This is an optimization exercise on Yosys and OpenROAD, whose aim is small area, not a production implementation.
In this exercise RTL edits were held to simulation tests only and were not proved equivalent to the original.
The flow treats the clock pin as an ideal source. Dropping or thinning the clock tree relies on that and would not hold on a real chip.
Power and IR drop assume default switching activity.

build 71:
==> flow/design.v (excerpt) <==
module i2s(
    input               rst_i,
    input               mck_i,
    input               lrck_i,
    input               bck_i,
    input               data_i,
    output              mck_o,
    output              lrck_o,
    output              data_o,
    output reg          sdo,
    output reg          sync
);
clock: 10.0 ns
lec_check: 0
cap_margin: 20
core_margin: 2
core_utilization: 40
gpl_timing_driven: 0
slew_margin: 20
standard.sh (not shown) runs the stock make flow with config.mk's settings and CLKGATE_MAP_FILE= SYNTH_SCRIPT=/design/flow/synth_recipe.tcl, a recipe that flattens the netlist after the stock synthesis.
==> flow/flow/run.sh <==
#!/bin/bash
# The standard layout (standard.sh), with these changes:
#  - ports are buffered with buf_1 instead of the default clkdlybuf4s50_1;
#  - the clock tree is a flat one (flow/flat_cts.tcl): the clock port drives
#    4 sky130_fd_sc_hd__clkbuf_4 cells, each driving a cluster of nearby clock sinks;
#  - power recovery (downsizing off the critical paths) after global routing,
#    followed by another design repair (flow/post_grt.tcl).
# make's output goes to standard.log, each step's log to orfs/logs/.
set -euo pipefail
export BUFFER_PORTS_ARGS="-buffer_cell sky130_fd_sc_hd__buf_1"
export PRE_CTS_TCL="$PWD/flow/flat_cts.tcl"
export POST_GLOBAL_ROUTE_TCL="$PWD/flow/post_grt.tcl"
export FLAT_CTS_N=4
export FLAT_CTS_CELL=sky130_fd_sc_hd__clkbuf_4
export FLAT_CTS_NET=bck_i
export FLAT_CTS_KEEP_INVERTERS=0
export RECOVER_POWER=0
bash standard.sh > standard.log 2>&1
==> flow/flow/flat_cts.tcl <==
# Flat clock tree used in place of TritonCTS (sourced as PRE_CTS_TCL).
# The clock port drives FLAT_CTS_N buffers of type FLAT_CTS_CELL directly; the
# clock sinks are split into FLAT_CTS_N groups by k-means on their placed
# locations, and each buffer, placed at its group's centre, drives one group.
proc clock_tree_synthesis { args } {
  set block [ord::get_db_block]
  set db [ord::get_db]
  set n $::env(FLAT_CTS_N)
  set master [$db findMaster $::env(FLAT_CTS_CELL)]
  set clk [$block findNet $::env(FLAT_CTS_NET)]
  set sinks {}
  foreach it [$clk getITerms] {
    set inst [$it getInst]
    set bb [$inst getBBox]
    set x [expr {([$bb xMin] + [$bb xMax]) / 2.0}]
    set y [expr {([$bb yMin] + [$bb yMax]) / 2.0}]
    lappend sinks [list $it $x $y]
  }
  set m [llength $sinks]
  puts "flat_cts: $m sinks on [$clk getName], $n buffers of [$master getName]"
  # initial centres: sinks spread along x
  set sorted [lsort -real -index 1 $sinks]
  set cx {}; set cy {}
  for {set i 0} {$i < $n} {incr i} {
    set s [lindex $sorted [expr {int(($i + 0.5) * $m / $n)}]]
    lappend cx [lindex $s 1]; lappend cy [lindex $s 2]
  }
  set cap [expr {int(ceil(double($m) / $n))}]
  for {set iter 0} {$iter < 30} {incr iter} {
    # balanced assignment: sinks take their nearest centre with room left,
    # most constrained (largest gap between best and worst) first
    set order {}
    foreach s $sinks {
      set ds {}
      for {set i 0} {$i < $n} {incr i} {
        lappend ds [expr {abs([lindex $s 1] - [lindex $cx $i]) + abs([lindex $s 2] - [lindex $cy $i])}]
      }
      set mn [tcl::mathfunc::min {*}$ds]; set mx [tcl::mathfunc::max {*}$ds]
      lappend order [list [expr {$mx - $mn}] $s $ds]
    }
    set order [lsort -real -decreasing -index 0 $order]
    set cnt [lrepeat $n 0]
    set groups [lrepeat $n {}]
    foreach o $order {
      set s [lindex $o 1]; set ds [lindex $o 2]
      set best -1
      set idx {}
      for {set i 0} {$i < $n} {incr i} { lappend idx [list $i [lindex $ds $i]] }
      foreach p [lsort -real -index 1 $idx] {
        set i [lindex $p 0]
        if {[lindex $cnt $i] < $cap} { set best $i; break }
      }
      lset cnt $best [expr {[lindex $cnt $best] + 1}]
      lset groups $best [concat [lindex $groups $best] [list $s]]
    }
    set ncx {}; set ncy {}
    for {set i 0} {$i < $n} {incr i} {
      set sx 0.0; set sy 0.0; set g [lindex $groups $i]
      foreach s $g { set sx [expr {$sx + [lindex $s 1]}]; set sy [expr {$sy + [lindex $s 2]}] }
      lappend ncx [expr {$sx / [llength $g]}]; lappend ncy [expr {$sy / [llength $g]}]
    }
    set cx $ncx; set cy $ncy
  }
  for {set i 0} {$i < $n} {incr i} {
    set buf [odb::dbInst_create $block $master "flatcts_buf_$i"]
    set w [[$buf getMaster] getWidth]; set h [[$buf getMaster] getHeight]
    $buf setLocation [expr {int([lindex $cx $i] - $w / 2)}] [expr {int([lindex $cy $i] - $h / 2)}]
    $buf setPlacementStatus PLACED
    set net [odb::dbNet_create $block "flatcts_net_$i"]
    $net setSigType CLOCK
    foreach s [lindex $groups $i] {
      set it [lindex $s 0]
      $it disconnect
      $it connect $net
    }
    [$buf findITerm A] connect $clk
    [$buf findITerm X] connect $net
    puts "flat_cts: buffer $i at ([lindex $cx $i], [lindex $cy $i]) drives [llength [lindex $groups $i]] sinks"
  }
  set_propagated_clock [all_clocks]
  # The buffer synthesis puts on a port-to-port wire (mck_i to mck_o) is a
  # buf_4; a buf_1 drives the output load as well.
  set small [$db findMaster sky130_fd_sc_hd__buf_1]
  foreach inst [$block getInsts] {
    if {[[$inst getMaster] getName] ne "sky130_fd_sc_hd__buf_4"} { continue }
    set a [[$inst findITerm A] getNet]
    set x [[$inst findITerm X] getNet]
    if {$a eq "NULL" || $x eq "NULL"} { continue }
    if {[llength [$a getBTerms]] == 1 && [llength [$x getBTerms]] == 1 &&
        [llength [$a getITerms]] == 1 && [llength [$x getITerms]] == 1} {
      puts "flat_cts: [$inst getName] ([$a getName] to [$x getName]) becomes buf_1"
      $inst swapMaster $small
    }
  }
}

# With the flat tree the inverter of the falling-edge clock is a sink like any
# other, so it need not be cloned next to each falling-edge register.
if {[info exists ::env(FLAT_CTS_KEEP_INVERTERS)] && !$::env(FLAT_CTS_KEEP_INVERTERS)} {
  proc repair_clock_inverters { args } {
    puts "flat_cts: clock inverters left as they are"
  }
}
Other scripts of this flow, unchanged in this note and not shown: flow/flow/post_grt.tcl
> inputs changed (build 71 -> build 15)
-- flow/flow/run.sh --
<<< build 71, line 15
export FLAT_CTS_NET=bck_i
export FLAT_CTS_KEEP_INVERTERS=0
export RECOVER_POWER=0
>>> build 15, line 15
export FLAT_CTS_NET=bck_i
export RECOVER_POWER=0
-- flow/flow/flat_cts.tcl --
<<< build 71, line 95
}

# With the flat tree the inverter of the falling-edge clock is a sink like any
# other, so it need not be cloned next to each falling-edge register.
if {[info exists ::env(FLAT_CTS_KEEP_INVERTERS)] && !$::env(FLAT_CTS_KEEP_INVERTERS)} {
  proc repair_clock_inverters { args } {
    puts "flat_cts: clock inverters left as they are"
  }
}
>>> build 15, line 95
}
-- flow/config.mk --
<<< build 71, line 10
export CORE_UTILIZATION = 40
export GPL_TIMING_DRIVEN = 0
export SLEW_MARGIN = 20
>>> build 15, line 10
export CORE_UTILIZATION = 40
export SLEW_MARGIN = 20
- In summary, build 71 completed successfully, with a layout that passed the timing, DRC and antenna checks.
- Build 15 ran to completion and came out clean on the timing, DRC and antenna checks.
- Build 71 -> build 15: number of standard cells after synthesis delta 0, exact match
- Per the comparison of build 15 with build 71, final cell count without fillers moved down; wire length of the first global-routing pass grew by about 5.6%.
- Higher total power consumption of the routed design among build 71 and build 15: build 15
- Clock-net power, build 15 vs build 71: up by a few percent
> inputs changed (build 15 -> build 22)
-- flow/flow/run.sh --
<<< build 15, line 15
export FLAT_CTS_NET=bck_i
export RECOVER_POWER=0
>>> build 22, line 15
export FLAT_CTS_NET=bck_i
export FLAT_CTS_KEEP_INVERTERS=0
export RECOVER_POWER=0
-- flow/flow/flat_cts.tcl --
<<< build 15, line 95
}
>>> build 22, line 95
}

# With the flat tree the inverter of the falling-edge clock is a sink like any
# other, so it need not be cloned next to each falling-edge register.
if {[info exists ::env(FLAT_CTS_KEEP_INVERTERS)] && !$::env(FLAT_CTS_KEEP_INVERTERS)} {
  proc repair_clock_inverters { args } {
    puts "flat_cts: clock inverters left as they are"
  }
}
## What came out
- Cell count: build 22 lower than build 15
- Build 22 has more setup slack than build 15.
- From build 15 to build 22 the numbers moved as follows: global routing met1 resource utilization has decreased, post-layout instance area ~0 delta.
- Compare build 22 and build 15 | met3 wirelength from detailed routing higher: build 22
- Compared to build 15, build 22 has net switching power 0.46 uW lower.
No run of this note takes its clock network from TritonCTS; it comes from the design's own scripts or RTL.
